Source: an optimization exercise on an open RTL-to-GDS flow (aim: small area). Production flows keep margins and buffers that such runs may drop.
Where RTL was checked, it was by simulation tests only, not by an equivalence proof against the original.
No functional check of the RTL was part of run 7.
The flow treats the clock pin as an ideal source, which a real chip does not have.
Power figures rest on the tool's default switching activity, not on a simulated workload.

$ cat flow/design.v
module counter_1000(clk,rst,statechange);
input clk,rst;
output reg [1:0] statechange;
reg [9:0] flag1;
wire last = &flag1[9:5] & flag1[3];
always @(posedge clk)
begin
    if (rst | last)
        flag1 <= 10'd0;
    else
        flag1 <= flag1 + 1'b1;
end
always @(posedge clk)
begin
    if (rst)
        statechange <= 2'd0;
    else if (last)
        statechange <= statechange + 1'b1;
end
endmodule
module TrigSignal(clk_1m,rst,trig);
input clk_1m,rst;
output trig;
reg [16:0] flag1;
wire last = flag1[16] & flag1[15] & flag1[10] & flag1[9] & flag1[7] & flag1[5];
always @(posedge clk_1m)
begin
    if (rst | last)
        flag1 <= 17'd0;
    else
        flag1 <= flag1 + 1'b1;
end
assign trig = ~(|flag1[16:4]) & (|flag1[3:0]);
endmodule
module PosCounter(clk_1m,rst,echo,dis_count);
input clk_1m,rst,echo;
output reg [15:0] dis_count;
reg [3:0] c16;
reg w;
reg [3:0] d1, d2, d3, d4, hk;
wire idle = d1[3] & d1[1];
wire e0 = ~w & hk[3] & hk[1] & d4[2] & d3[3] & d2[2] & d2[0] & (&d1[2:0]) & c16[3];
wire e1 = w & hk[3] & hk[0] & d4[0] & (&d3[2:0]) & d2[2] & d2[0] & c16[0];
wire ez = e0 | e1;
wire [31:0] ctab = 32'h21088420;
wire cy1 = ctab[{w, c16}];
wire cy2 = cy1 & d1[3] & d1[0];
wire cy3 = cy2 & d2[3] & d2[0];
wire cy4 = cy3 & d3[3] & d3[0];
wire cy5 = cy4 & d4[3] & d4[0];
always @(posedge clk_1m)
begin
    if (rst | ~echo)
    begin
        c16 <= 4'hf; w <= 1'b1;
        d1 <= 4'hf; d2 <= 4'hf; d3 <= 4'hf; d4 <= 4'hf; hk <= 4'hf;
    end
    else
    begin
        c16 <= c16 + 1'b1;
        w <= e0 | (w & ~e1);
        d1 <= ez ? 4'd0 : cy1 ? (cy2 ? 4'd0 : d1 + 1'b1) : d1;
        d2 <= ez ? 4'd0 : cy2 ? (cy3 ? 4'd0 : d2 + 1'b1) : d2;
        d3 <= ez ? 4'd0 : cy3 ? (cy4 ? 4'd0 : d3 + 1'b1) : d3;
        d4 <= ez ? 4'd0 : cy4 ? (cy5 ? 4'd0 : d4 + 1'b1) : d4;
        hk <= ez ? 4'd0 : hk + cy5;
    end
end
always @(posedge clk_1m)
begin
    if (rst)
        dis_count <= 16'd0;
    else if (~echo & ~idle)
        dis_count <= {d4, d3, d2, d1};
end
endmodule  
module Showdigit(in,LED_activating_counter,out1,out2);
input [15:0] in;
input [1:0] LED_activating_counter;
output reg [6:0] out1;
output reg [3:0] out2;
reg [3:0] outnumber;
always @(*)
begin
    case(LED_activating_counter)
    2'b00: begin out2 = 4'b0111; outnumber = in[15:12]; end
    2'b01: begin out2 = 4'b1011; outnumber = in[11:8]; end
    2'b10: begin out2 = 4'b1101; outnumber = in[7:4]; end
    default: begin out2 = 4'b1110; outnumber = in[3:0]; end
    endcase
end
always@(*)
begin
    case(outnumber)
    4'b0000: out1 = 7'b0000001;  
    4'b0001: out1 = 7'b1001111;  
    4'b0010: out1 = 7'b0010010;  
    4'b0011: out1 = 7'b0000110;  
    4'b0100: out1 = 7'b1001100;  
    4'b0101: out1 = 7'b0100100;  
    4'b0110: out1 = 7'b0100000;  
    4'b0111: out1 = 7'b0001111;  
    4'b1000: out1 = 7'b0000000;  
    4'b1001: out1 = 7'b0000100;  
    default: out1 = 7'b0000001;
    endcase
end
endmodule  
module Top(clk, rst, Trig, Echo, distance, sel);
input clk, rst, Echo;
output Trig;
output [6:0] distance;
output [3:0] sel;
wire [15:0] dis;
wire [1:0] state;
counter_1000 u3(.clk(clk), .rst(rst), .statechange(state));
TrigSignal u1(.clk_1m(clk), .rst(rst), .trig(Trig));
PosCounter u2(.clk_1m(clk), .rst(rst), .echo(Echo), .dis_count(dis));
Showdigit u4(.in(dis),.LED_activating_counter(state),.out1(distance[6:0]),.out2(sel[3:0]));
endmodule  
$ cat flow/run.sh
#!/bin/bash
# synth_recipe.tcl (not shown) runs the flow's synth.tcl, then flattens the netlist and writes it again
# the make line also repeats each setting of config.mk as NAME=value (left out here)
make -C /OpenROAD-flow-scripts/flow DESIGN_CONFIG=/design/flow/config.mk WORK_HOME=/design/flow/orfs CLKGATE_MAP_FILE= SYNTH_SCRIPT=/design/flow/synth_recipe.tcl finish
$ cat flow/config.mk
export PLATFORM = sky130hd
export DESIGN_NAME = Top
export DESIGN_NICKNAME = Top
export VERILOG_FILES = /design/flow/design.v
export SDC_FILE = /design/flow/constraint.sdc
export NUM_CORES = 4
export LEC_CHECK = 0
export CAP_MARGIN = 20
export CORE_MARGIN = 2
export CORE_UTILIZATION = 40
export PLACE_DENSITY = 0.6
export SLEW_MARGIN = 20
$ cat flow/constraint.sdc
create_clock -name core_clock -period 1000.0 [get_ports {clk}]
set_input_delay 200.0000 -clock core_clock [delete_from_list [all_inputs] [get_ports {clk}]]
set_output_delay 200.0000 -clock core_clock [all_outputs]
set_load 0.01 [all_outputs]
==> results.py, run 1 <==
metrics = {
    "run_status": {
        "outcome": "timing/DRC/antenna clean",
    },
    "power_and_ir_drop": {
        "swShare_pct": 37.8,
        "seqPwrFrac_pct": 39.5,
        "p_leak_nw": 1.51,
        "p_per_area_nw_per_um2": 2.64,
        "intPower_mw": 0.00627,
        "clock_power_share_pct": 23.0,
        "power_frac_comb_pct": 37.6,
        "irDropWorstVdd_v": 0.00000186,
        "p_sw_mw": 0.00381,
    },
    "synth": {
        "ys_seq_area_share_pct": 41.9,
        "syn_area_um2": 3340,
        "synthCells": 392,
        "synth-seq-cells": 70,
        "avgSynthCellArea_um2": 8.53,
        "ys_warn_count": 4,
        "ys.flop_type": "dfxtp_1",
        "ys_types": 43,
        "synth_edf_count": 0,
        "synthArstFlopShare_pct": 0,
    },
    "route": {
        "vias_per_cell": 5.17,
        "wl_per_cell_um": 13.0,
        "drc_errors": 0,
        "wl_um": 6790,
        "initialDrtViolationCount": 94,
        "vias": 2695,
        "first_pass_iters": 4,
        "ant_nets": 0,
    },
    "timing": {
        "drv_slew": 0,
        "finalCritPeriodShare_pct": 20.3,
        "slew_headroom_pct": 34.9,
        "finalSetupViolCount": 0,
        "fin_crit_ps": 202750,
        "tns_ps": 0,
        "fin_hold_ws_ps": 448,
        "rsz0062_at_grt": "false",
        "tightestPinTransition_ps": 976,
        "max_freq_mhz": 4.93,
        "fin_skew_ps": 17.7,
        "setup_slack_ps": 797250,
        "hold_violations": 0,
    },
    "cts": {
        "ctsResizeCount": 0,
        "ctsRootBufferMaster": "clkbuf_8",
        "clock_sinks": 70,
        "numCtsBuffers": 9,
        "clock_latency_ps": 340,
        "postCtsHoldBufs": 0,
        "htree_levels": 3,
        "path_clk_slew_ps": 70,
        "postCtsSetupBuffers": 0,
        "cts_tree": "yes",
        "cts_buffer_depth": 2,
    },
    "floorplanning": {
        "rows": 33,
        "core_area_um2": 8180,
        "dieHeight_um": 95.4,
        "die_width_um": 95.4,
        "die_area_um2": 9110,
        "ioPinCount": 15,
        "start_util_pct": 40.9,
    },
    "layout": {
        "fill_cells": 814,
        "final_nets": 438,
        "mostFrequentLayoutCell": "dfxtp_1",
        "final_layout_size_suffix_gt1_share_pct": 6.01,
        "final_cell_area_um2": 3810,
        "n_antenna_cell": 0,
        "syn_to_final_growth_pct": 14.1,
        "layout_common_cells": "dfxtp_1, nor2_1, nand2_1, nand3_1",
    },
    "critical_path": {
        "crit_required_ps": 800000,
        "path_max_fanout": 5,
        "crit_path_end_kind": "output pin",
        "critPathKind": "reg2out",
        "startpoint_type": "flip-flop",
        "crit_arrival_ps": 2750,
    },
    "place": {
        "place_ws_ps": 797640,
        "placed_area_um2": 3600,
        "numPortBuffers": 14,
        "hpwlAfterDp_um": 4910,
        "gp_congestion": 0.817,
    },
    "global_routing": {
        "grt_max_degree": 25,
        "grt_use_total_pct": 16.2,
        "grt_antenna_before_repair": 0,
        "grt_first_pass_wirelength_um": 11700,
        "grt_pass1_vias": 2498,
        "gr-total-overflow": 0,
    },
    "worst_hold_path": {
        "hp-class": "reg2reg",
    },
    "run": {
        "maxCapViolations": 0,
    },
}
-- critical path: stages, from the launching register on --
cell and delay [ps]:
dfxtp_1 410, inv_1 90, ha_1 270, a222oi_1 350, a21oi_1 200, inv_1 120, ha_1 190, mux2i_1 80
o22ai_1 140, clkdlybuf4s50_1 560
-- power groups by stage --
| stage | logic [mW] | clock network (mW) | registers (mW) |
|---|---|---|---|
| floorplan | 0.00287 | 0 | 0.00384 |
| global placement | 0.00365 | 0 | 0.00403 |
| detailed placement | 0.00377 | 0 | 0.00404 |
| CTS | 0.00380 | 0.00240 | 0.00398 |
| global route | 0.00440 | 0.00252 | 0.00407 |
| finish | 0.00378 | 0.00231 | 0.00398 |
-- cells in the mapped netlist, types with 3 or more instances --
| cell | count | area share, % |
|---|---|---|
| a21oi_1 | 24 | 3.6 |
| a222oi_1 | 4 | 1.2 |
| and3_1 | 8 | 1.5 |
| clkbuf_1 | 7 | 0.79 |
| dfxtp_1 | 70 | 42 |
| ha_1 | 24 | 9.0 |
| inv_1 | 16 | 1.8 |
| mux2i_1 | 8 | 2.4 |
| nand2_1 | 51 | 5.7 |
| nand2b_1 | 3 | 0.56 |
| nand3_1 | 27 | 4.0 |
| nand4_1 | 7 | 1.3 |
| nand4b_1 | 4 | 1.0 |
| nor2_1 | 52 | 5.8 |
| nor2b_1 | 5 | 0.94 |
| nor3_1 | 3 | 0.45 |
| nor4_1 | 3 | 0.56 |
| o211ai_1 | 8 | 1.8 |
| o21ai_0 | 12 | 1.8 |
| xnor2_1 | 12 | 3.1 |
| xor2_1 | 17 | 4.5 |
-- worst paths after layout --
kind,start,to,slack (ps),cells after the start
setup / recovery,u3.statechange[0]$_SDFFE_PP0P_,distance[2],797250,9
hold / removal,u3.flag1[9]$_SDFF_PP0_,u3.flag1[9]$_SDFF_PP0_,450,2
setup reg to reg,u2.c16[0]$_SDFF_PP1_,u2.hk[2]$_SDFF_PP1_,997540,9
hold reg to reg,u3.flag1[9]$_SDFF_PP0_,u3.flag1[9]$_SDFF_PP0_,450,2
-- logic make-up (layout without fill, tap and decap cells) --
group / count (synthesis) / count (layout) / share of synthesized area [%]
flip-flops: 70 / 70 / 41.9
AND/OR/NAND/NOR: 173 / 173 / 24.3
adder cells (fa/ha/maj): 24 / 24 / 8.98
buffers and inverters: 26 / 50 / 2.92
XOR/XNOR: 29 / 29 / 7.59
AO/OA/AOI/OAI: 61 / 61 / 11.6
multiplexers: 9 / 9 / 2.73
-- area by class of cell --
| class | count | area [um2] | share of cell area [%] |
|---|---|---|---|
| Multi-Input combinational cell | 296 | 1850 | 48.5 |
| Sequential cell | 70 | 1400 | 36.7 |
| Timing Repair Buffer | 17 | 163 | 4.26 |
| Clock buffer | 10 | 138 | 3.61 |
| Tap cell | 105 | 131 | 3.44 |
| Clock inverter | 6 | 68.8 | 1.80 |
| Inverter | 17 | 63.8 | 1.67 |
-- registers in the layout (all words and copies together), names as in the netlist --
| signal | count |
|---|---|
| u2.d4 | 4 |
| u1.flag1 | 17 |
| u2.d1 | 4 |
| u3.statechange | 2 |
| u2.w | 1 |
| u3.flag1 | 10 |
| u2.dis_count | 16 |
| u2.d2 | 4 |
| u2.hk | 4 |
| u2.d3 | 4 |
| u2.c16 | 4 |
-- stage by stage --
step,utilization [%],std cells,power [mW]
floorplan,-,392,0.00671
global placement,44.1,505,0.00768
detailed placement,44.1,505,0.00781
CTS,46.6,521,0.0102
global route,46.7,521,0.0110
finish,46.7,521,0.0101
-- metal layers --
metal | vias to the layer above | wire, um | GRT usage [%]
met2 | 32 | 3260 | 26.6
met3 | 6 | 190 | 3.56
li1 | 1395 | - | -
met4 | 0 | 68 | 5.60
met5 | - | 0 | 0
met1 | 1262 | 3280 | 21.0
==> inputs of run 2 (changes only) <==
--- a/flow/design.v
+++ b/flow/design.v
@@ -1,17 +1,11 @@
 module counter_1000(clk,rst,statechange);
 input clk,rst;
 output reg [1:0] statechange;
-reg [9:0] flag1;
-wire last = &flag1[9:5] & flag1[3];
+reg [9:0] lf;
+wire last = lf == 10'h164;
 always @(posedge clk)
 begin
-    if (rst | last)
-        flag1 <= 10'd0;
-    else
-        flag1 <= flag1 + 1'b1;
-end
-always @(posedge clk)
-begin
+    lf <= (rst | last) ? 10'd0 : {lf[8:0], ~(lf[9] ^ lf[6])};
     if (rst)
         statechange <= 2'd0;
     else if (last)
@@ -20,17 +14,17 @@
 endmodule
 module TrigSignal(clk_1m,rst,trig);
 input clk_1m,rst;
-output trig;
-reg [16:0] flag1;
-wire last = flag1[16] & flag1[15] & flag1[10] & flag1[9] & flag1[7] & flag1[5];
+output reg trig;
+reg [16:0] lf;
+reg z;                  
+wire last = (lf[16:0] & 17'h1ffef) == 17'h0a8c7;
+wire clr  = rst | last;
 always @(posedge clk_1m)
 begin
-    if (rst | last)
-        flag1 <= 17'd0;
-    else
-        flag1 <= flag1 + 1'b1;
+    lf   <= clr ? 17'd0 : {lf[15:0], ~(lf[16] ^ lf[13])};
+    z    <= clr;
+    trig <= ~rst & (z | (trig & lf[0]));
 end
-assign trig = ~(|flag1[16:4]) & (|flag1[3:0]);
 endmodule
 module PosCounter(clk_1m,rst,echo,dis_count);
 input clk_1m,rst,echo;
@@ -41,30 +35,40 @@
 wire idle = d1[3] & d1[1];
 wire e0 = ~w & hk[3] & hk[1] & d4[2] & d3[3] & d2[2] & d2[0] & (&d1[2:0]) & c16[3];
 wire e1 = w & hk[3] & hk[0] & d4[0] & (&d3[2:0]) & d2[2] & d2[0] & c16[0];
-wire ez = e0 | e1;
+wire frc = rst | ~echo;       
+wire zc  = frc | idle;        
+wire zd  = zc | e0 | e1;      
 wire [31:0] ctab = 32'h21088420;
 wire cy1 = ctab[{w, c16}];
 wire cy2 = cy1 & d1[3] & d1[0];
 wire cy3 = cy2 & d2[3] & d2[0];
 wire cy4 = cy3 & d3[3] & d3[0];
 wire cy5 = cy4 & d4[3] & d4[0];
+function [3:0] binc;
+    input [3:0] d;
+    input ci;
+    begin
+        binc[0] = d[0] ^ ci;
+        binc[1] = d[1] ^ (ci & d[0] & ~d[3]);
+        binc[2] = d[2] ^ (ci & d[0] & d[1]);
+        binc[3] = (d[3] & ~(ci & d[0])) | (ci & d[0] & d[1] & d[2]);
+    end
+endfunction
+wire [3:0] n1 = binc(d1, cy1);
+wire [3:0] n2 = binc(d2, cy2);
+wire [3:0] n3 = binc(d3, cy3);
+wire [3:0] n4 = binc(d4, cy4);
+wire [3:0] nh = hk + cy5;
+wire [3:0] nc = c16 + 1'b1;
 always @(posedge clk_1m)
 begin
-    if (rst | ~echo)
-    begin
-        c16 <= 4'hf; w <= 1'b1;
-        d1 <= 4'hf; d2 <= 4'hf; d3 <= 4'hf; d4 <= 4'hf; hk <= 4'hf;
-    end
-    else
-    begin
-        c16 <= c16 + 1'b1;
-        w <= e0 | (w & ~e1);
-        d1 <= ez ? 4'd0 : cy1 ? (cy2 ? 4'd0 : d1 + 1'b1) : d1;
-        d2 <= ez ? 4'd0 : cy2 ? (cy3 ? 4'd0 : d2 + 1'b1) : d2;
-        d3 <= ez ? 4'd0 : cy3 ? (cy4 ? 4'd0 : d3 + 1'b1) : d3;
-        d4 <= ez ? 4'd0 : cy4 ? (cy5 ? 4'd0 : d4 + 1'b1) : d4;
-        hk <= ez ? 4'd0 : hk + cy5;
-    end
+    c16 <= zc ? 4'd0 : nc;
+    w   <= ~zc & (e0 | (w & ~e1));
+    d1  <= {frc | (~zd & n1[3]), ~zd & n1[2], frc | (~zd & n1[1]), ~zd & n1[0]};
+    d2  <= zd ? 4'd0 : n2;
+    d3  <= zd ? 4'd0 : n3;
+    d4  <= zd ? 4'd0 : n4;
+    hk  <= zd ? 4'd0 : nh;
 end
 always @(posedge clk_1m)
 begin
--- a/flow/config.mk
+++ b/flow/config.mk
@@ -8,5 +8,8 @@
 export CAP_MARGIN = 20
 export CORE_MARGIN = 2
 export CORE_UTILIZATION = 40
+export CTS_BUF_LIST = sky130_fd_sc_hd__clkbuf_16
+export CTS_CLUSTER_DIAMETER = 500
+export CTS_CLUSTER_SIZE = 100
 export PLACE_DENSITY = 0.6
 export SLEW_MARGIN = 20
==> run 2 against run 1 <==
Effect of this change:
- flip-flop and latch count grew 2
- wire length is 22% lower
- critical path type unchanged
- count of clock-buffer cells in the layout down 1
- die area decreased by 10%
- final cell count fell by 16%
==> results.py, run 2 <==
metrics = {
    "power_and_ir_drop": {
        "p_per_area_nw_per_um2": 1.74,
        "power.total_mw": 0.00611,
        "irDropWorstVdd_v": 0.000000785,
        "p_leak_nw": 1.36,
    },
    "timing": {
        "tightestPinTransition_ps": 919,
        "finalCritPeriodShare_pct": 20.3,
        "slew_headroom_pct": 38.7,
        "fin_skew_ps": 9.71,
        "drv_slew": 0,
        "rsz0062_at_grt": "false",
        "tns_ps": 0,
        "hold_violations": 0,
        "finalSetupViolCount": 0,
        "max_freq_mhz": 4.93,
        "fin_crit_ps": 202970,
    },
    "route": {
        "ant_nets": 0,
        "vias": 2094,
        "drc_errors": 0,
        "initialDrtViolationCount": 113,
        "vias_per_cell": 4.77,
        "first_pass_iters": 4,
        "wl_um": 5290,
        "wl_per_cell_um": 12.1,
    },
    "place": {
        "placed_cells_incl_taps": 423,
        "gp_congestion": 0.786,
        "numPortBuffers": 14,
        "hpwlAfterDp_um": 3720,
    },
    "synth": {
        "yosys.area.top_type": "dfxtp_1",
        "synth.top_cell.area_share_pct": 48.1,
        "avgSynthCellArea_um2": 9.36,
        "yosys-top-cells-count": "dfxtp_1, nand2_1, a21oi_1, ha_1, and2_1",
        "synth_xor_area_share_pct": 2.92,
        "synth_mux_area_share_pct": 1.71,
        "synth_adder_area_share_pct": 9.61,
        "synth_compound_area_share_pct": 8.94,
        "ys.flop_type": "dfxtp_1",
        "ys_top_cells_by_area": "dfxtp_1, ha_1, and2_1",
        "ys_seq_area_share_pct": 48.1,
        "synthArstFlopShare_pct": 0,
        "yosysMostFrequentCell": "dfxtp_1",
        "ys_types": 42,
        "synth_edf_count": 0,
        "synth-simple-area-share_pct": 24.6,
        "synth_top_family_by_area": "simple AND/OR/NAND/NOR gates",
        "ys_warn_count": 4,
        "synth-seq-cells": 72,
        "synthCells": 320,
        "syn_area_um2": 3000,
    },
    "cts": {
        "numCtsBuffers": 9,
        "ctsResizeCount": 0,
        "path_clk_slew_ps": 60,
        "htree_levels": 3,
        "ctsRootBufferMaster": "clkbuf_16",
        "cts_buffer_depth": 2,
        "postCtsSetupBuffers": 0,
        "cts_tree": "yes",
        "clock_sinks": 72,
        "postCtsHoldBufs": 0,
        "clock_latency_ps": 320,
    },
    "critical_path": {
        "crit_arrival_ps": 2960,
        "critPathKind": "reg2out",
        "crit_path_end_kind": "output pin",
        "crit_required_ps": 800000,
        "path_max_fanout": 5,
        "startpoint_type": "flip-flop",
    },
    "run": {
        "maxCapViolations": 0,
    },
    "layout": {
        "instances_no_fill": 439,
        "reg_top3": "u1.lf x17, u2.dis_count x16, u3.lf x10",
        "n_antenna_cell": 0,
        "layout_common_cells": "dfxtp_1, nand2_1, a21oi_1, ha_1, and2_1",
        "fill_cells": 704,
        "final_nets": 361,
        "top_register": "u1.lf",
        "final_layout_size_suffix_gt1_share_pct": 5.88,
        "mostFrequentLayoutCell": "dfxtp_1",
        "syn_to_final_growth_pct": 17.1,
        "largest_reg_flops": 17,
    },
    "global_routing": {
        "grt_first_pass_wirelength_um": 9440,
        "grt_pass1_vias": 2017,
        "grt_antenna_before_repair": 0,
        "grt_max_degree": 32,
        "gr-total-overflow": 0,
        "grt_use_total_pct": 14.1,
    },
    "worst_hold_path": {
        "hp-class": "reg2reg",
    },
    "run_status": {
        "outcome": "timing/DRC/antenna clean",
    },
    "floorplanning": {
        "start_util_pct": 41.3,
        "core_area_um2": 7250,
        "rows": 31,
        "die_area_um2": 8200,
        "ioPinCount": 15,
        "die_width_um": 90.5,
        "dieHeight_um": 90.5,
    },
}
run 2: cell count changes after synthesis, moves of 4 or more:
cell	delta
nand2_1	-15
xor2_1	-15
and2_1	+21
nor2b_1	+9
nor3_1	+10
nand4_1	-5
mux2i_1	-4
and3_1	-7
xnor2_1	-4
o211ai_1	-7
nor2_1	-34
o21ai_0	-9
nor3b_1	+9
nand3_1	-23
run 2: per-layer routing:
layer	part of all wire, %	global-route usage [%]
met1	53	19.2
met5	0	0
met4	0.72	4.62
met2	42	21.4
met3	3.9	4.09
run 2: cell type report:
type | instances | area (um2) | area share, %
Sequential cell | 72 | 1440 | 41.1
Multi-Input combinational cell | 218 | 1430 | 40.8
Clock inverter | 7 | 65.1 | 1.86
Inverter | 19 | 71.3 | 2.03
Clock buffer | 9 | 225 | 6.42
Tap cell | 99 | 124 | 3.53
Timing Repair Buffer | 15 | 148 | 4.21
run 2: cells by family after synthesis:
| group | Yosys count |
|---|---|
| xor gates and xnor gates | 10 |
| adders and majority gates | 23 |
| muxes | 5 |
| AOI/OAI and AO/OA | 44 |
| DFF | 72 |
| and+or+nand+nor | 136 |
| buffers and inverters | 30 |
run 2: metrics by stage:
stage | hold WS [ps] | worst slack, ps | instance area [um2] | utilization [%]
after CTS | 425 | 797060 | 3510 | 48.4
after global routing | 456 | 796780 | 3510 | 48.4
after global placement | 418 | 797480 | 3220 | 44.4
final | 425 | 797040 | 3510 | 48.4
after detailed placement | 421 | 797430 | 3220 | 44.4
after floorplan | 406 | 798050 | 3000 | -
run 2: power breakdown:
group | internal, mW | leakage, nW | total, mW | switching (mW)
clock network | 0.00191 | 0.152 | 0.00305 | 0.00114
logic | 0.0000425 | 0.623 | 0.000126 | 0.0000824
registers | 0.00290 | 0.583 | 0.00293 | 0.0000245
total | 0.00486 | 1.36 | 0.00611 | 0.00125
run 2: worst paths after layout:
kind	slack [ps]	depth (start not counted)	to	from
hold / removal	420	1	u1.lf[5]$_SDFF_PP0_	u1.lf[4]$_SDFF_PP0_
setup reg to reg	997650	10	u2.d2[2]$_SDFF_PN0_	u2.c16[0]$_SDFF_PP0_
hold reg to reg	420	1	u1.lf[5]$_SDFF_PP0_	u1.lf[4]$_SDFF_PP0_
setup / recovery	797040	8	distance[3]	u3.statechange[1]$_SDFFE_PP0P_
run 2: critical path: stages, from the launching register on:
cell             delay, ps
dfxtp_1                390
inv_1                   80
ha_1                   230
a222oi_1               400
a21oi_1                210
ha_1                   350
or2_2                  300
a21oi_1                140
clkdlybuf4s50_1        550
==> inputs of run 3 (changes only) <==
--- a/flow/config.mk
+++ b/flow/config.mk
@@ -8,8 +8,5 @@
 export CAP_MARGIN = 20
 export CORE_MARGIN = 2
 export CORE_UTILIZATION = 40
-export CTS_BUF_LIST = sky130_fd_sc_hd__clkbuf_16
-export CTS_CLUSTER_DIAMETER = 500
-export CTS_CLUSTER_SIZE = 100
 export PLACE_DENSITY = 0.6
 export SLEW_MARGIN = 20
==> run 3 against run 2 <==
Effect of this change:
- critical path type unchanged
- non-clock buffer count unchanged
- via count is 0.19% lower
- still clean on timing, DRC and antenna
- fmax hardly changed
==> results.py, run 3 <==
metrics = {
    "power_and_ir_drop": {
        "p_per_area_nw_per_um2": 1.54,
        "p_leak_nw": 1.30,
        "irDropWorstVdd_v": 0.000000695,
    },
    "route": {
        "vias_per_cell": 4.76,
        "ant_nets": 0,
        "first_pass_iters": 4,
        "initialDrtViolationCount": 111,
        "wl_per_cell_um": 12.1,
        "wl_um": 5300,
        "drc_errors": 0,
        "vias": 2090,
    },
    "synth": {
        "yosysMostFrequentCell": "dfxtp_1",
        "ys_top_cells_by_area": "dfxtp_1, ha_1, and2_1",
        "ys.flop_type": "dfxtp_1",
        "ys_types": 42,
        "synthArstFlopShare_pct": 0,
        "synth-seq-cells": 72,
        "syn_area_um2": 3000,
        "ys_seq_area_share_pct": 48.1,
        "yosys-top-cells-count": "dfxtp_1, nand2_1, a21oi_1, ha_1, and2_1",
        "avgSynthCellArea_um2": 9.36,
        "synthCells": 320,
        "synth.top_cell.area_share_pct": 48.1,
        "yosys.area.top_type": "dfxtp_1",
        "synth_edf_count": 0,
        "ys_warn_count": 4,
    },
    "cts": {
        "ctsResizeCount": 0,
        "htree_levels": 3,
        "clock_sinks": 72,
        "ctsRootBufferMaster": "clkbuf_8",
        "postCtsSetupBuffers": 0,
        "path_clk_slew_ps": 80,
        "cts_buffer_depth": 2,
        "cts_tree": "yes",
        "clock_latency_ps": 340,
        "numCtsBuffers": 9,
        "postCtsHoldBufs": 0,
    },
    "layout": {
        "top_register": "u1.lf",
        "reg_top3": "u1.lf x17, u2.dis_count x16, u3.lf x10",
        "fin_util_pct": 47.0,
        "final_layout_size_suffix_gt1_share_pct": 5.88,
        "largest_reg_flops": 17,
        "layout_common_cells": "dfxtp_1, nand2_1, a21oi_1, ha_1, and2_1",
        "syn_to_final_growth_pct": 13.7,
        "n_antenna_cell": 0,
        "final_nets": 361,
        "mostFrequentLayoutCell": "dfxtp_1",
    },
    "floorplanning": {
        "rows": 31,
        "start_util_pct": 41.3,
        "die_area_um2": 8200,
        "die_width_um": 90.5,
        "dieHeight_um": 90.5,
        "ioPinCount": 15,
        "core_area_um2": 7250,
    },
    "timing": {
        "setup_slack_ps": 797010,
        "tightestPinTransition_ps": 929,
        "finalCritPeriodShare_pct": 20.3,
        "max_freq_mhz": 4.93,
        "rsz0062_at_grt": "false",
        "fin_skew_ps": 9.74,
        "slew_headroom_pct": 38.1,
        "finalSetupViolCount": 0,
        "drv_slew": 0,
        "fin_crit_ps": 202990,
        "hold_violations": 0,
        "tns_ps": 0,
        "fin_hold_ws_ps": 426,
    },
    "place": {
        "gp_congestion": 0.786,
        "hpwlAfterDp_um": 3720,
        "numPortBuffers": 14,
        "place_ws_ps": 797430,
    },
    "global_routing": {
        "grt_first_pass_wirelength_um": 9350,
        "grt_pass1_vias": 2012,
        "gr-total-overflow": 0,
        "grt_use_total_pct": 14.2,
        "grt_max_degree": 32,
        "grt_antenna_before_repair": 0,
    },
    "critical_path": {
        "crit_path_end_kind": "output pin",
        "crit_required_ps": 800000,
        "startpoint_type": "flip-flop",
        "path_max_fanout": 5,
        "critPathKind": "reg2out",
        "crit_arrival_ps": 2990,
    },
    "worst_hold_path": {
        "hp-class": "reg2reg",
    },
    "run_status": {
        "outcome": "timing/DRC/antenna clean",
    },
    "run": {
        "maxCapViolations": 0,
    },
}
run 3: cell counts after synthesis:
No cell type changed its count.
run 3: cells by family (layout without fill, tap and decap cells):
kind of cell             count (synthesis)  count (layout)  share of synthesized area, %
AO/OA/AOI/OAI                           44              44                          8.94
XOR/XNOR                                10              10                          2.92
adder cells (fa/ha/maj)                 23              23                          9.61
buffers and inverters                   30              50                          4.05
flip-flops                              72              72                          48.1
multiplexers                             5               5                          1.71
AND/OR/NAND/NOR                        136             136                          24.6
run 3: area by class of cell:
class | instances | area [um2]
inverters | 19 | 71.3
multi-input cells | 218 | 1430
clock inverters | 5 | 57.6
fillers | 719 | 3850
repair buffers | 15 | 148
well taps | 99 | 124
clock buffers | 11 | 131
flip-flops and latches | 72 | 1440
run 3: metrics by stage:
step	total power [mW]	cell area [um2]	std cells
global route	0.00544	3410	439
detailed placement	0.00312	3220	423
global placement	0.00312	3220	423
floorplan	0.00307	3000	320
finish	0.00526	3410	439
CTS	0.00531	3410	439
run 3: report_power, final:
part           switching, mW  internal (mW)  leakage [nW]
clock                0.00105        0.00115        0.0973
sequential         0.0000244        0.00290         0.583
combinational      0.0000827      0.0000426         0.623
run 3: routing by layer:
| metal | global-route usage (%) | share of wire (%) | vias to the layer above |
|---|---|---|---|
| met5 | 0 | 0 | - |
| met4 | 6.92 | 1.9 | 0 |
| met3 | 3.84 | 4.1 | 8 |
| met2 | 20.8 | 41 | 36 |
| met1 | 19.2 | 53 | 943 |
| li1 | - | - | 1103 |
run 3: critical path: stages (launching register included):
cell and delay, ps:
dfxtp_1 390, inv_1 80, ha_1 240, a222oi_1 400
a21oi_1 210, ha_1 350, or2_2 300, a21oi_1 140
clkdlybuf4s50_1 550
run 3: worst paths after layout:
path / depth (start not counted) / slack (ps) / to / startpoint
max: 8 / 797010 / distance[3] / u3.statechange[1]$_SDFFE_PP0P_
max reg2reg: 10 / 997650 / u2.d2[2]$_SDFF_PN0_ / u2.c16[0]$_SDFF_PP0_
min: 1 / 430 / u1.lf[5]$_SDFF_PP0_ / u1.lf[4]$_SDFF_PP0_
min reg2reg: 1 / 430 / u1.lf[5]$_SDFF_PP0_ / u1.lf[4]$_SDFF_PP0_
==> inputs of run 4 (changes only) <==
==> flow/flow/run.sh (new file) <==
#!/bin/bash
# Own layout flow: the standard synthesis, then an area re-mapping of the
# gates between its registers (registers untouched), then the standard ORFS
# steps with small port buffers and a single-level clock tree.
set -euo pipefail
W=$PWD
F=$W/flow
R=$W/orfs/results/$FLOW_PLATFORM/Top/base
YOSYS=$FLOW_HOME/../tools/install/yosys/bin/yosys
[[ -x $YOSYS ]] || YOSYS=yosys
export LIBFILE=$FLOW_HOME/platforms/$FLOW_PLATFORM/lib/sky130_fd_sc_hd__tt_025C_1v80.lib

# 1. standard synthesis (the standard flow's own script)
bash standard.sh "$R/1_2_yosys.v" > $W/synth_standard.log 2>&1
cp "$R/1_2_yosys.v" $W/standard_1_2_yosys.v

# 2. area re-mapping of the combinational logic
export IN_V=$W/standard_1_2_yosys.v OUT_V=$W/remapped.v ABC_SCRIPT=$F/area.abc
export ABC_DONT_USE="-dont_use sky130_fd_sc_hd__probe_p_8 -dont_use sky130_fd_sc_hd__probec_p_8 -dont_use sky130_fd_sc_hd__lpflow_*"
$YOSYS -c $F/remap.tcl > $W/remap_yosys.log 2>&1
cp $W/remapped.v "$R/1_2_yosys.v"

# 3. the rest of the standard flow
CTS="$(cat $F/cts_args.txt)"
bash standard.sh "BUFFER_PORTS_ARGS=-buffer_cell sky130_fd_sc_hd__buf_1" "CTS_ARGS=$CTS" finish > $W/layout.log 2>&1
==> flow/flow/area.abc (new file) <==
strash
&get -n
&deepsyn -T 60
&put
balance -l
resub -K 6 -l
rewrite -l
resub -K 6 -N 2 -l
refactor -l
resub -K 8 -l
balance -l
resub -K 8 -N 2 -l
rewrite -l
resub -K 10 -l
rewrite -z -l
resub -K 10 -N 2 -l
balance -l
resub -K 12 -l
refactor -z -l
resub -K 12 -N 2 -l
rewrite -z -l
balance -l
dch -f
amap
==> flow/flow/cts_args.txt (new file) <==
-sink_clustering_enable -sink_clustering_size 100 -sink_clustering_max_diameter 500 -buf_list sky130_fd_sc_hd__clkbuf_16 -root_buf sky130_fd_sc_hd__clkbuf_16 -dont_use_dummy_load -repair_clock_nets
==> flow/flow/remap.tcl (new file) <==
# Re-map the combinational logic of the standard synthesis netlist for area.
# Every flip-flop instance of the standard synthesis is kept as it is (same
# name, same cell); only the gates between them are re-synthesised by ABC.
yosys read_liberty -ignore_miss_func $::env(LIBFILE)
yosys blackbox sky130_fd_sc_hd__dfxtp_1
yosys read_verilog $::env(IN_V)
yosys hierarchy -top $::env(FLOW_TOP)
yosys flatten
yosys opt -purge
yosys abc -script $::env(ABC_SCRIPT) -liberty $::env(LIBFILE) {*}$::env(ABC_DONT_USE)
yosys opt_clean -purge
yosys hilomap -singleton -hicell sky130_fd_sc_hd__conb_1 HI -locell sky130_fd_sc_hd__conb_1 LO
yosys insbuf -buf sky130_fd_sc_hd__buf_1 A X
yosys opt_clean -purge
yosys write_verilog -noattr -nohex -nodec -selected $::env(OUT_V)
==> flow/standard.sh (new file) <==
#!/bin/bash
# synth_recipe.tcl (not shown) runs the flow's synth.tcl, then flattens the netlist and writes it again
# the make line also repeats each setting of config.mk as NAME=value (left out here)
make -C /OpenROAD-flow-scripts/flow DESIGN_CONFIG=/design/flow/config.mk WORK_HOME=/design/flow/orfs CLKGATE_MAP_FILE= SYNTH_SCRIPT=/design/flow/synth_recipe.tcl "${@:-finish}"
removed: flow/run.sh
==> run 4 against run 3 <==
Effect of this change:
- still clean
- clock power is 16% higher
- critical path depth rose by 4
- first-iteration DRC count decreased by 20%
- critical path type unchanged
- highest routed layer unchanged
==> results.py, run 4 <==
metrics = {
    "route": {
        "vias": 2068,
        "initialDrtViolationCount": 89,
        "ant_nets": 0,
        "first_pass_iters": 4,
        "wl_per_cell_um": 12.1,
        "wl_um": 4970,
        "vias_per_cell": 5.03,
        "drc_errors": 0,
    },
    "layout": {
        "final_nets": 339,
        "layout_common_cells": "dfxtp_1, nor2_1, clkinv_1, o21ai_0, nand2_1",
        "multiInputGateArea_um2": 980,
        "syn_to_final_growth_pct": 14.8,
        "fin_util_pct": 47.2,
        "mostFrequentLayoutCell": "dfxtp_1",
        "fill_cells": 625,
        "final_cell_area_um2": 2960,
        "reg_top3": "u1.lf x17, u2.dis_count x16, u3.lf x10",
        "regArea_um2": 1440,
        "final_layout_size_suffix_gt1_share_pct": 2.99,
        "instances_no_fill": 411,
        "n_antenna_cell": 0,
        "largest_reg_flops": 17,
        "top_register": "u1.lf",
    },
    "synth": {
        "avgSynthCellArea_um2": 8.32,
        "synthCells": 310,
        "syn_area_um2": 2580,
        "ys_warn_count": 4,
    },
    "run_status": {
        "outcome": "timing/DRC/antenna clean",
    },
    "cts": {
        "ctsRootBufferMaster": "clkbuf_16",
        "clock_sinks": 72,
        "path_clk_slew_ps": 50,
        "cts_buffer_depth": 2,
        "cts_tree": "yes",
        "numCtsBuffers": 9,
        "postCtsSetupBuffers": 0,
        "htree_levels": 3,
        "postCtsHoldBufs": 0,
        "ctsResizeCount": 0,
        "clock_latency_ps": 330,
    },
    "timing": {
        "max_freq_mhz": 4.93,
        "fin_crit_ps": 202650,
        "tightestPinTransition_ps": 895,
        "slew_headroom_pct": 39.9,
        "setup_slack_ps": 797350,
        "drv_slew": 0,
        "rsz0062_at_grt": "false",
        "finalCritPeriodShare_pct": 20.3,
        "finalSetupViolCount": 0,
        "fin_hold_ws_ps": 419,
        "tns_ps": 0,
        "hold_violations": 0,
        "fin_skew_ps": 10.8,
    },
    "place": {
        "hpwlAfterDp_um": 3580,
        "numPortBuffers": 14,
        "place_ws_ps": 797540,
        "gp_congestion": 0.755,
        "placed_area_um2": 2740,
        "placed_cells_incl_taps": 402,
    },
    "critical_path": {
        "cpMostUsedCell": "nor2_1",
        "crit_required_ps": 800000,
        "startpoint_type": "flip-flop",
        "crit_path_top_delay_cell": "dfxtp_1",
        "crit_path_end_kind": "output pin",
        "critPathMaxStageDelay_ps": 410,
        "crit_arrival_ps": 2650,
        "crit_chain": "clkinv_1 > nand2_1 > o22ai_1 > a31oi_1 > o21ai_0 > nor2_1 > nor2_1 > a211o_1 > o21ai_0 > clkinv_1 > nor2_1 > buf_1",
        "critPathKind": "reg2out",
        "critPathBufInv": 3,
        "path_max_fanout": 6,
        "critical-path-top-delay-family": "compound AO/OA/AOI/OAI gates",
    },
    "global_routing": {
        "grt_use_total_pct": 15.6,
        "grt_max_degree": 20,
        "grt_pass1_vias": 1914,
        "grt_first_pass_wirelength_um": 8760,
        "gr-total-overflow": 0,
        "grt_antenna_before_repair": 0,
    },
    "power_and_ir_drop": {
        "p_per_area_nw_per_um2": 1.90,
        "power.total_mw": 0.00563,
        "irDropWorstVdd_v": 0.00000111,
        "p_leak_nw": 0.997,
    },
    "run": {
        "maxCapViolations": 0,
    },
    "floorplanning": {
        "die_width_um": 84.3,
        "die_area_um2": 7100,
        "start_util_pct": 41.1,
        "rows": 29,
        "ioPinCount": 15,
        "core_area_um2": 6280,
        "dieHeight_um": 84.3,
    },
    "worst_hold_path": {
        "hp-class": "reg2reg",
    },
}
==> run 4: worst min-delay path, stage by stage, from the launching register on <==
cell	delay, ps
dfxtp_1	290
clkinv_1	50
nor2_1	40
==> run 4: power breakdown <==
| group | switching, mW | leakage (nW) | internal (mW) |
|---|---|---|---|
| Clock | 0.00100 | 0.111 | 0.00157 |
| Sequential | 0.0000204 | 0.583 | 0.00291 |
| Combinational | 0.0000918 | 0.303 | 0.0000330 |
| Total | 0.00111 | 0.997 | 0.00451 |
==> run 4: area by class of cell <==
class,instances,area share (%)
clock buffer,9,7.61
sequential,72,48.7
inverter,42,5.33
multi-input combinational,196,33.1
tap,77,3.25
timing repair buffer,15,2.03
==> run 4: path summary, 6_finish.rpt <==
kind	from	end	slack, ps	cells past startpoint
max	u3.statechange[1]$_SDFFE_PP0P_	distance[5]	797350	12
min	u1.lf[12]$_SDFF_PP0_	u1.lf[13]$_SDFF_PP0_	420	2
max reg2reg	u2.c16[0]$_SDFF_PP0_	u2.hk[3]$_SDFF_PN0_	996850	18
min reg2reg	u1.lf[12]$_SDFF_PP0_	u1.lf[13]$_SDFF_PP0_	420	2
==> run 4: routing by layer <==
metal / up-vias / GRT usage (%) / part of all wire (%)
met2: 36 / 23.9 / 44
li1: 1096 / - / -
met5: - / 0 / 0
met3: 10 / 4.72 / 4.2
met1: 926 / 19.9 / 50
met4: 0 / 8.36 / 2.5
==> inputs of run 5 (changes only) <==
--- a/flow/flow/run.sh
+++ b/flow/flow/run.sh
@@ -1,7 +1,7 @@
 #!/bin/bash
 # Own layout flow: the standard synthesis, then an area re-mapping of the
 # gates between its registers (registers untouched), then the standard ORFS
-# steps with small port buffers and a single-level clock tree.
+# steps with small port buffers and small clock buffers.
 set -euo pipefail
 W=$PWD
 F=$W/flow
==> flow/flow/cts_args.txt (replaced) <==
-sink_clustering_enable -buf_list {sky130_fd_sc_hd__clkbuf_2 sky130_fd_sc_hd__clkbuf_4} -root_buf sky130_fd_sc_hd__clkbuf_8 -dont_use_dummy_load -repair_clock_nets
==> run 5 against run 4 <==
Effect of this change:
- via count fell by 0.29%
- cell area fell by 3.4%
- global-route usage fell by 0.28 points
- non-clock buffer count did not move
- flip-flop and latch count did not move
- sequential share of layout area rose by 1.7 points
- die area did not move
- highest routed layer unchanged
- clock skew rose by 6.1 ps
- first-iteration DRC count fell by 6.7%
- utilization fell by 1.6 points
==> results.py, run 5 <==
metrics = {
    "run": {
        "maxCapViolations": 0,
    },
    "cts": {
        "cts_buffer_depth": 2,
        "ctsRootBufferMaster": "clkbuf_8",
        "path_clk_slew_ps": 70,
        "cts_tree": "yes",
        "postCtsSetupBuffers": 0,
        "postCtsHoldBufs": 0,
        "clock_latency_ps": 340,
        "clock_sinks": 72,
        "numCtsBuffers": 9,
        "ctsResizeCount": 0,
        "htree_levels": 3,
    },
    "critical_path": {
        "critPathKind": "reg2out",
        "crit_path_end_kind": "output pin",
        "crit_chain": "clkinv_1 > nand2_1 > o22ai_1 > a31oi_1 > o21ai_0 > nor2_1 > nor2_1 > a211o_1 > o21ai_0 > clkinv_1 > nor2_1 > buf_1",
        "crit_arrival_ps": 2670,
        "path_max_fanout": 6,
        "crit_path_top_delay_cell": "dfxtp_1",
        "critical-path-top-delay-family": "compound AO/OA/AOI/OAI gates",
        "startpoint_type": "flip-flop",
        "critPathMaxStageDelay_ps": 420,
        "crit_required_ps": 800000,
        "cpMostUsedCell": "nor2_1",
        "critPathBufInv": 3,
    },
    "route": {
        "initialDrtViolationCount": 83,
        "ant_nets": 0,
        "vias": 2062,
        "drc_errors": 0,
        "wl_per_cell_um": 11.9,
        "vias_per_cell": 5.02,
        "wl_um": 4880,
        "first_pass_iters": 4,
    },
    "floorplanning": {
        "ioPinCount": 15,
        "dieHeight_um": 84.3,
        "die_area_um2": 7100,
        "rows": 29,
        "die_width_um": 84.3,
        "core_area_um2": 6280,
        "start_util_pct": 41.1,
    },
    "global_routing": {
        "grt_max_degree": 20,
        "grt_antenna_before_repair": 0,
        "grt_use_total_pct": 15.4,
        "gr-total-overflow": 0,
        "grt_pass1_vias": 1890,
        "grt_first_pass_wirelength_um": 8660,
    },
    "worst_hold_path": {
        "hp-class": "reg2reg",
    },
    "timing": {
        "rsz0062_at_grt": "false",
        "drv_slew": 0,
        "slew_headroom_pct": 40.2,
        "finalSetupViolCount": 0,
        "fin_skew_ps": 17.0,
        "finalCritPeriodShare_pct": 20.3,
        "fin_crit_ps": 202670,
        "tightestPinTransition_ps": 890,
        "tns_ps": 0,
        "fin_hold_ws_ps": 421,
        "max_freq_mhz": 4.93,
        "hold_violations": 0,
    },
    "synth": {
        "syn_area_um2": 2580,
        "avgSynthCellArea_um2": 8.32,
        "ys_warn_count": 4,
        "synthCells": 310,
    },
    "power_and_ir_drop": {
        "p_per_area_nw_per_um2": 1.66,
        "intPower_mw": 0.00374,
        "p_sw_mw": 0.00101,
        "swShare_pct": 21.3,
        "seqPwrFrac_pct": 61.5,
        "p_leak_nw": 0.951,
        "power_frac_comb_pct": 2.6,
        "irDropWorstVdd_v": 0.000000892,
        "clock_power_share_pct": 35.9,
    },
    "place": {
        "numPortBuffers": 14,
        "hpwlAfterDp_um": 3580,
        "placed_area_um2": 2740,
        "gp_congestion": 0.755,
    },
    "layout": {
        "final_layout_size_suffix_gt1_share_pct": 2.99,
        "largest_reg_flops": 17,
        "mostFrequentLayoutCell": "dfxtp_1",
        "final_nets": 339,
        "syn_to_final_growth_pct": 10.9,
        "final_cell_area_um2": 2860,
        "top_register": "u1.lf",
        "layout_common_cells": "dfxtp_1, nor2_1, clkinv_1, o21ai_0, nand2_1",
        "n_antenna_cell": 0,
        "reg_top3": "u1.lf x17, u2.dis_count x16, u3.lf x10",
    },
    "run_status": {
        "outcome": "timing/DRC/antenna clean",
    },
}
-- run 5: final timing paths --
check | end | slack [ps] | startpoint | cells past startpoint
worst max-delay path | distance[5] | 797330 | u3.statechange[1]$_SDFFE_PP0P_ | 12
worst min-delay path | u1.lf[13]$_SDFF_PP0_ | 420 | u1.lf[12]$_SDFF_PP0_ | 2
worst max register to register | u2.hk[3]$_SDFF_PN0_ | 996910 | u2.c16[0]$_SDFF_PP0_ | 18
worst min register to register | u1.lf[13]$_SDFF_PP0_ | 420 | u1.lf[12]$_SDFF_PP0_ | 2
-- run 5: worst reg2reg max path, delay by kind of cell, from the launching register on --
kind / cells / cell delay (ps)
DFF: 1 / 410
and+or+nand+nor: 12 / 1930
buffers and inverters: 2 / 270
AOI/OAI and AO/OA: 4 / 410
-- run 5: metrics by stage --
step | worst slack, ps | power [mW] | util [%] | cells
floorplan | 797870 | 0.00306 | - | 310
finish | 797330 | 0.00475 | 45.5 | 411
global placement | 797690 | 0.00311 | 43.6 | 402
CTS | 797330 | 0.00480 | 45.5 | 411
global route | 796960 | 0.00495 | 45.5 | 411
detailed placement | 797540 | 0.00311 | 43.6 | 402
-- run 5: layout make-up --
class	count	area [um2]
Inverter	42	158
Sequential cell	72	1440
Tap cell	77	96.3
Fill cell	631	3420
Multi-Input combinational cell	196	980
Timing Repair Buffer	15	60.1
Clock buffer	9	124
-- run 5: power by group through the flow --
stage	Sequential (mW)	Combinational, mW	Clock (mW)
6_report	0.00292	0.000125	0.00170
5_1_grt	0.00292	0.000145	0.00188
4_1_cts	0.00292	0.000125	0.00175
3_5_place_dp	0.00299	0.000125	0
3_3_place_gp	0.00299	0.000124	0
2_1_floorplan	0.00298	0.0000826	0
-- run 5: layer usage --
| layer | share of wire, % | track usage, % | vias to the layer above |
|---|---|---|---|
| met5 | 0 | 0 | - |
| met4 | 1.9 | 7.04 | 0 |
| met3 | 4.4 | 5.01 | 9 |
| met2 | 43 | 23.2 | 37 |
| met1 | 51 | 20.0 | 922 |
| li1 | - | - | 1094 |
==> inputs of run 6 (changes only) <==
--- a/flow/flow/run.sh
+++ b/flow/flow/run.sh
@@ -1,7 +1,7 @@
 #!/bin/bash
 # Own layout flow: the standard synthesis, then an area re-mapping of the
 # gates between its registers (registers untouched), then the standard ORFS
-# steps with small port buffers and small clock buffers.
+# steps with small port buffers and a single clock buffer.
 set -euo pipefail
 W=$PWD
 F=$W/flow
@@ -21,5 +21,5 @@
 cp $W/remapped.v "$R/1_2_yosys.v"
 
 # 3. the rest of the standard flow
-CTS="$(cat $F/cts_args.txt)"
-bash standard.sh "BUFFER_PORTS_ARGS=-buffer_cell sky130_fd_sc_hd__buf_1" "CTS_ARGS=$CTS" finish > $W/layout.log 2>&1
+export CLOCK_ROOT_BUF=$(cat $F/clock_buf.txt)
+bash standard.sh "BUFFER_PORTS_ARGS=-buffer_cell sky130_fd_sc_hd__buf_1" "PRE_CTS_TCL=$F/pre_cts.tcl" finish > $W/layout.log 2>&1
==> flow/flow/clock_buf.txt (new file) <==
sky130_fd_sc_hd__clkbuf_16
==> flow/flow/pre_cts.tcl (new file) <==
# Clock distribution for this small design: a single clock buffer at the
# centre of the core drives every register clock pin (all registers see the
# same clock), in place of TritonCTS's H-tree of leaf buffers.
set block [ord::get_db_block]
set core [$block getCoreArea]
set dbu [[ord::get_db_tech] getDbUnitsPerMicron]
set cx [expr {([$core xMin] + [$core xMax]) / 2.0 / $dbu}]
set cy [expr {([$core yMin] + [$core yMax]) / 2.0 / $dbu}]
insert_buffer -buffer_cell $::env(CLOCK_ROOT_BUF) -net clk -location [list $cx $cy] \
  -buffer_name clkbuf_root -net_name clk_root
global_connect
[$block findNet clk] setSigType CLOCK
[$block findNet clk_root] setSigType CLOCK
# the tree is complete: clock_tree_synthesis has nothing left to do
rename clock_tree_synthesis ""
proc clock_tree_synthesis {args} {
  puts "clock tree: single buffer clkbuf_root ($::env(CLOCK_ROOT_BUF))"
}
removed: flow/flow/cts_args.txt
==> run 6 against run 5 <==
Effect of this change:
- the flow now stops in clock tree synthesis
- synthesized area unchanged
- synthesized cell count unchanged
==> results.py, run 6 <==
metrics = {
    "run_status": {
        "outcome": "stopped before the end",
        "lastStage": "clock tree synthesis",
        "error_line": "Error: cts.tcl, 6 invalid command name \"NULL\"",
    },
    "floorplanning": {
        "dieHeight_um": 84.3,
        "ioPinCount": 15,
        "die_width_um": 84.3,
        "start_util_pct": 41.1,
        "rows": 29,
    },
    "synth": {
        "ys_warn_count": 4,
        "avgSynthCellArea_um2": 8.32,
        "synthCells": 310,
        "syn_area_um2": 2580,
    },
    "place": {
        "placed_cells_incl_taps": 402,
        "numPortBuffers": 14,
        "hpwlAfterDp_um": 3580,
        "gp_congestion": 0.755,
        "place_ws_ps": 797540,
    },
}
-- run 6: power groups by stage --
stage / clock (mW) / sequential [mW] / combinational, mW
detailed placement: 0 / 0.00299 / 0.000125
global placement: 0 / 0.00299 / 0.000124
floorplan: 0 / 0.00298 / 0.0000826
-- run 6: stage by stage --
step / instance area [um2] / hold WS, ps
after floorplan: 2580 / 397
after global placement: 2740 / 411
after detailed placement: 2740 / 414
-- run 6: how the worst min path moves through the flow --
stage,to,slack (ps),cells past startpoint
2_1_floorplan,u3.lf[5]$_SDFF_PP0_,400,2
3_3_place_gp,u1.lf[13]$_SDFF_PP0_,410,2
3_5_place_dp,u1.lf[13]$_SDFF_PP0_,410,2
==> inputs of run 7 (changes only) <==
==> flow/design.v (replaced) <==
module counter_1000(clk,rst,clkout,statechange);
input clk,rst;
output clkout;
output [1:0] statechange;
reg clkout;
reg [9:0] flag1;
reg [1:0] statechange;
always @(posedge clk) 
begin   
    if(rst)
        begin
            flag1<=0;
            clkout<=1'b1;
        end
	else if(flag1<500) 
		begin
			flag1<=flag1+1;
			clkout<=1'b1;
		end 
	else if(flag1<1000)
		begin
			flag1<=flag1+1;
			clkout<=1'b0;
        end
    else if(flag1==1000)
        begin
            flag1<=0;
            clkout<=1'b1;
		end
end
always @(posedge clk)
begin 
    if(rst)
        statechange <= 0;
    else if(flag1==1000)
    begin
        if(statechange<3)
            statechange <= statechange + 1;
        else
            statechange <= 0;
    end
end
endmodule
module TrigSignal(clk_1m,rst,trig);
input clk_1m,rst;
output trig;
reg trig;
reg [16:0]flag1;
always @(posedge clk_1m) 
begin   
    if(rst)
        begin
            flag1<=0;
            trig<=1'b0;
        end
	else if(flag1<15) 
		begin
			flag1<=flag1+1;
			trig<=1'b1;
		end 
	else if(flag1<100000)
		begin
			flag1<=flag1+1;
			trig<=1'b0;
        end
    else if(flag1==100000)
        begin
            flag1<=0;
            trig<=1'b0;
		end
end
endmodule 
module PosCounter(clk_1m,rst,echo,dis_count);
input clk_1m,rst,echo;
output [19:0] dis_count;
reg [19:0] dis_count;
reg [19:0] count;
reg [19:0] countfinal;
always@(posedge clk_1m)
begin 
    if(rst)
    begin
        dis_count <= 0;
        count <= 0;
        countfinal <= 0;
    end
    else if(echo == 1'b1)
    begin
        count <= count+1;
        countfinal <= count;
    end
    else 
    begin
        dis_count <= countfinal *120 >> 6;
        count <= 0;
    end
end 
endmodule  
module Showdigit(in,LED_activating_counter,out1,out2);
input [19:0] in;
input [1:0] LED_activating_counter;
output reg [6:0] out1;
output reg [3:0] out2;
reg [3:0] outnumber;
always @(*)
begin
    case(LED_activating_counter)
    2'b00: 
    begin
        out2 = 4'b0111; 
        outnumber = (in / 10000)%10; 
    end
    2'b01: 
    begin
        out2 = 4'b1011; 
        outnumber = (in / 1000)%10; 
    end
    2'b10: 
    begin
        out2 = 4'b1101; 
        outnumber = ((in / 100)%10); 
    end
    2'b11: 
    begin
        out2 = 4'b1110; 
        outnumber = ((in / 10)%10); 
    end
    default: begin out2 = 4'b1111; outnumber = 4'b0000; end
    endcase
end
always@(*)
begin
    case(outnumber)
    4'b0000: out1 = 7'b0000001;  
    4'b0001: out1 = 7'b1001111;  
    4'b0010: out1 = 7'b0010010;  
    4'b0011: out1 = 7'b0000110;  
    4'b0100: out1 = 7'b1001100;  
    4'b0101: out1 = 7'b0100100;  
    4'b0110: out1 = 7'b0100000;  
    4'b0111: out1 = 7'b0001111;  
    4'b1000: out1 = 7'b0000000;  
    4'b1001: out1 = 7'b0000100;  
    default: out1 = 7'b0000001;  
    endcase
end
endmodule  
module Top(clk, rst, Trig, Echo, distance, sel);
input clk, rst, Echo;
output Trig;
output [6:0] distance;
output [3:0] sel;
wire [19:0] dis;
wire [1:0] state;
wire clk_1k;
counter_1000 u3(.clk(clk), .rst(rst), .clkout(clk_1k), .statechange(state));
TrigSignal u1(.clk_1m(clk), .rst(rst), .trig(Trig));
PosCounter u2(.clk_1m(clk), .rst(rst), .echo(Echo), .dis_count(dis));
Showdigit u4(.in(dis),.LED_activating_counter(state),.out1(distance[6:0]),.out2(sel[3:0]));
endmodule  
==> flow/run.sh (new file) <==
#!/bin/bash
# synth_recipe.tcl (not shown) runs the flow's synth.tcl, then flattens the netlist and writes it again
# the make line also repeats each setting of config.mk as NAME=value (left out here)
make -C /OpenROAD-flow-scripts/flow DESIGN_CONFIG=/design/flow/config.mk WORK_HOME=/design/flow/orfs CLKGATE_MAP_FILE= SYNTH_SCRIPT=/design/flow/synth_recipe.tcl finish
removed: flow/flow/run.sh
removed: flow/flow/area.abc
removed: flow/flow/clock_buf.txt
removed: flow/flow/pre_cts.tcl
removed: flow/flow/remap.tcl
removed: flow/standard.sh
==> run 7 against run 6 <==
Effect of this change:
- synthesized area rose to 11 times the previous value
- now clean on timing, DRC and antenna
- synthesized cell count rose to 13 times the previous value
==> results.py, run 7 <==
metrics = {
    "layout": {
        "layout_common_cells": "nor2_1, nand2_1, ha_1, a21oi_1, nor3_1",
        "reg_top3": "u2.count x20, u2.countfinal x20, u2.dis_count x20",
        "syn_to_final_growth_pct": 4.76,
        "mostFrequentLayoutCell": "nor2_1",
        "n_antenna_cell": 0,
        "final_cell_area_um2": 30100,
        "final_layout_size_suffix_gt1_share_pct": 6.11,
        "final_nets": 4356,
        "fin_util_pct": 42.2,
    },
    "timing": {
        "tightestPinTransition_ps": 1050,
        "slew_headroom_pct": 29.7,
        "finalSetupViolCount": 0,
        "hold_violations": 0,
        "fin_skew_ps": 16.1,
        "max_freq_mhz": 3.31,
        "drv_slew": 0,
        "rsz0062_at_grt": "false",
        "fin_crit_ps": 301750,
        "tns_ps": 0,
        "finalCritPeriodShare_pct": 30.2,
    },
    "cts": {
        "cts_tree": "yes",
        "ctsResizeCount": 0,
        "postCtsHoldBufs": 0,
        "postCtsSetupBuffers": 0,
        "path_clk_slew_ps": 90,
        "ctsRootBufferMaster": "clkbuf_16",
        "clock_sinks": 90,
        "numCtsBuffers": 9,
        "clock_latency_ps": 370,
        "htree_levels": 3,
        "cts_buffer_depth": 2,
    },
    "global_routing": {
        "use_met1_pct": 32.5,
        "grt_use_total_pct": 23.1,
        "grt_antenna_before_repair": 0,
        "grt_max_degree": 67,
        "grtUsageMet3_pct": 2.62,
        "busiest_layer": "met2",
        "grtUsageMet2_pct": 37.2,
        "grt_first_pass_wirelength_um": 145000,
        "grt_pass1_vias": 27900,
        "gr-total-overflow": 0,
    },
    "critical_path": {
        "crit_arrival_ps": 101750,
        "path_max_fanout": 30,
        "startpoint_type": "flip-flop",
        "critical-path-top-delay-family": "compound AO/OA/AOI/OAI gates",
        "critPathMaxStageDelay_ps": 800,
        "critPathKind": "reg2out",
        "critPathBufInv": 31,
        "crit_path_top_delay_cell": "and3_1",
        "crit_path_end_kind": "output pin",
        "crit_required_ps": 800000,
        "cpMostUsedCell": "o21a_1",
    },
    "route": {
        "initialDrtViolationCount": 2371,
        "drc_errors": 0,
        "ant_nets": 0,
        "wl_per_cell_um": 17.7,
        "first_pass_iters": 6,
        "vias": 30500,
        "wl_um": 87500,
        "vias_per_cell": 6.16,
    },
    "place": {
        "hpwlAfterDp_um": 68500,
        "gp_congestion": 0.919,
        "numPortBuffers": 14,
        "placed_area_um2": 29800,
    },
    "synth": {
        "ys_types": 131,
        "synth-seq-cells": 90,
        "syn_area_um2": 28700,
        "synth_edf_count": 0,
        "synthArstFlopShare_pct": 0,
        "synthCells": 4071,
        "ys_warn_count": 4,
        "yosys.area.top_type": "ha_1",
        "avgSynthCellArea_um2": 7.05,
        "ys_top_cells_by_area": "ha_1, dfxtp_1, nor2_1",
        "ys.flop_type": "dfxtp_1",
        "yosysMostFrequentCell": "nor2_1",
        "yosys-top-cells-count": "nor2_1, nand2_1, ha_1, a21oi_1, nor3_1",
        "synth.top_cell.area_share_pct": 14.3,
        "ys_seq_area_share_pct": 6.28,
    },
    "floorplanning": {
        "start_util_pct": 40.3,
        "die_width_um": 272,
        "dieHeight_um": 272,
        "rows": 98,
        "die_area_um2": 73900,
        "core_area_um2": 71200,
        "ioPinCount": 15,
    },
    "worst_hold_path": {
        "hp-class": "reg2reg",
    },
    "power_and_ir_drop": {
        "p_per_area_nw_per_um2": 0.259,
        "p_leak_nw": 13.0,
        "irDropWorstVdd_v": 0.000000924,
    },
    "run": {
        "maxCapViolations": 0,
    },
    "run_status": {
        "outcome": "timing/DRC/antenna clean",
    },
}
[run 7: power breakdown]
| part | switching, mW | internal, mW |
|---|---|---|
| Combinational | 0.000329 | 0.000164 |
| Clock | 0.00183 | 0.00181 |
| Sequential | 0.0000290 | 0.00361 |
| Total | 0.00219 | 0.00558 |
[run 7: worst paths after layout]
path	cells past startpoint	slack (ps)	endpoint	startpoint
max	425	698250	distance[1]	u3.statechange[0]$_SDFFE_PP0P_
min	1	460	u2.count[0]$_SDFF_PP0_	u2.count[0]$_SDFF_PP0_
max reg2reg	27	994590	u2.dis_count[19]$_SDFFE_PP0N_	u2.countfinal[1]$_SDFFE_PP0P_
min reg2reg	1	460	u2.count[0]$_SDFF_PP0_	u2.count[0]$_SDFF_PP0_
[run 7: kinds of logic (layout without fill, tap and decap cells)]
group / Yosys count / in the layout / synth area share, %
adder cells (fa/ha/maj): 370 / 370 / 17.1
XOR/XNOR: 232 / 232 / 7.10
AO/OA/AOI/OAI: 1318 / 1318 / 32.5
buffers and inverters: 298 / 209 / 4.10
AND/OR/NAND/NOR: 1636 / 1636 / 28.3
other: 1 / 11 / 0.0131
flip-flops: 90 / 90 / 6.28
multiplexers: 126 / 126 / 4.65
[run 7: metal layers]
layer  share of wire (%)  vias up
met5                   0        -
met4                 2.2        0
met3                 5.4      120
met2                  44      783
met1                  48    14300
li1                    -    15200
[run 7: final cells by class]
| type | count | area (um2) |
|---|---|---|
| fillers | 7397 | 41200 |
| multi-input cells | 3693 | 25800 |
| flip-flops and latches | 90 | 1800 |
| well taps | 950 | 1190 |
| inverters | 132 | 498 |
| repair buffers | 61 | 483 |
| clock buffers | 11 | 243 |
| clock inverters | 5 | 47.5 |
[run 7: worst register-to-register path: cells and delay by family (launching register included)]
kind,cells,cell delay (ps)
adders and majority gates,3,1410
buffers and inverters,2,110
xor gates and xnor gates,1,170
AOI/OAI and AO/OA,19,3100
DFF,1,380
and+or+nand+nor,2,110
[run 7: stage by stage]
stage / std cells / worst slack [ps] / hold slack, ps / total power, mW
finish: 4942 / 698250 / 463 / 0.00778
global route: 4942 / 689740 / 490 / 0.00807
CTS: 4942 / 699520 / 469 / 0.00786
detailed placement: 4926 / 700320 / 448 / 0.00423
global placement: 4926 / 702310 / 442 / 0.00422
floorplan: 4081 / 707480 / 425 / 0.00410

## separate check: timing with driven ports
In the flow no input, the clock included, has a driving cell. The finished layouts below were timed again as built, in two steps.
Step 1 sets driving cells, clkbuf_16 on the clock port and buf_2 on the other inputs (assumed; they add their load-dependent delay and slew).
Step 2, shift: input delay + t, output delay - t, t = (earliest + latest rising clock arrival at the registers) / 2. This alone moves slack from input paths to output paths.
Three values: no drivers, after step 1, after step 2; two values: the first two.
run	t (ns)	setup WS [ns]	clock arrival spread, ns	slew at the worst register clock pin (ns)
run 1	0.363	797.253 / 797.221 / 797.584	0.019 / 0.018	0.09 / 0.09
run 2	0.348	797.035 / 797.003 / 797.351	0.010 / 0.010	0.06 / 0.06
run 3	0.364	797.013 / 796.984 / 797.348	0.013 / 0.013	0.08 / 0.08
run 4	0.357	797.353 / 797.318 / 797.532	0.014 / 0.014	0.06 / 0.06
run 5	0.363	797.334 / 797.304 / 797.527	0.022 / 0.021	0.08 / 0.08
run 7	0.414	698.254 / 698.201 / 698.615	0.017 / 0.017	0.09 / 0.09
After both steps every run listed still meets setup and hold.
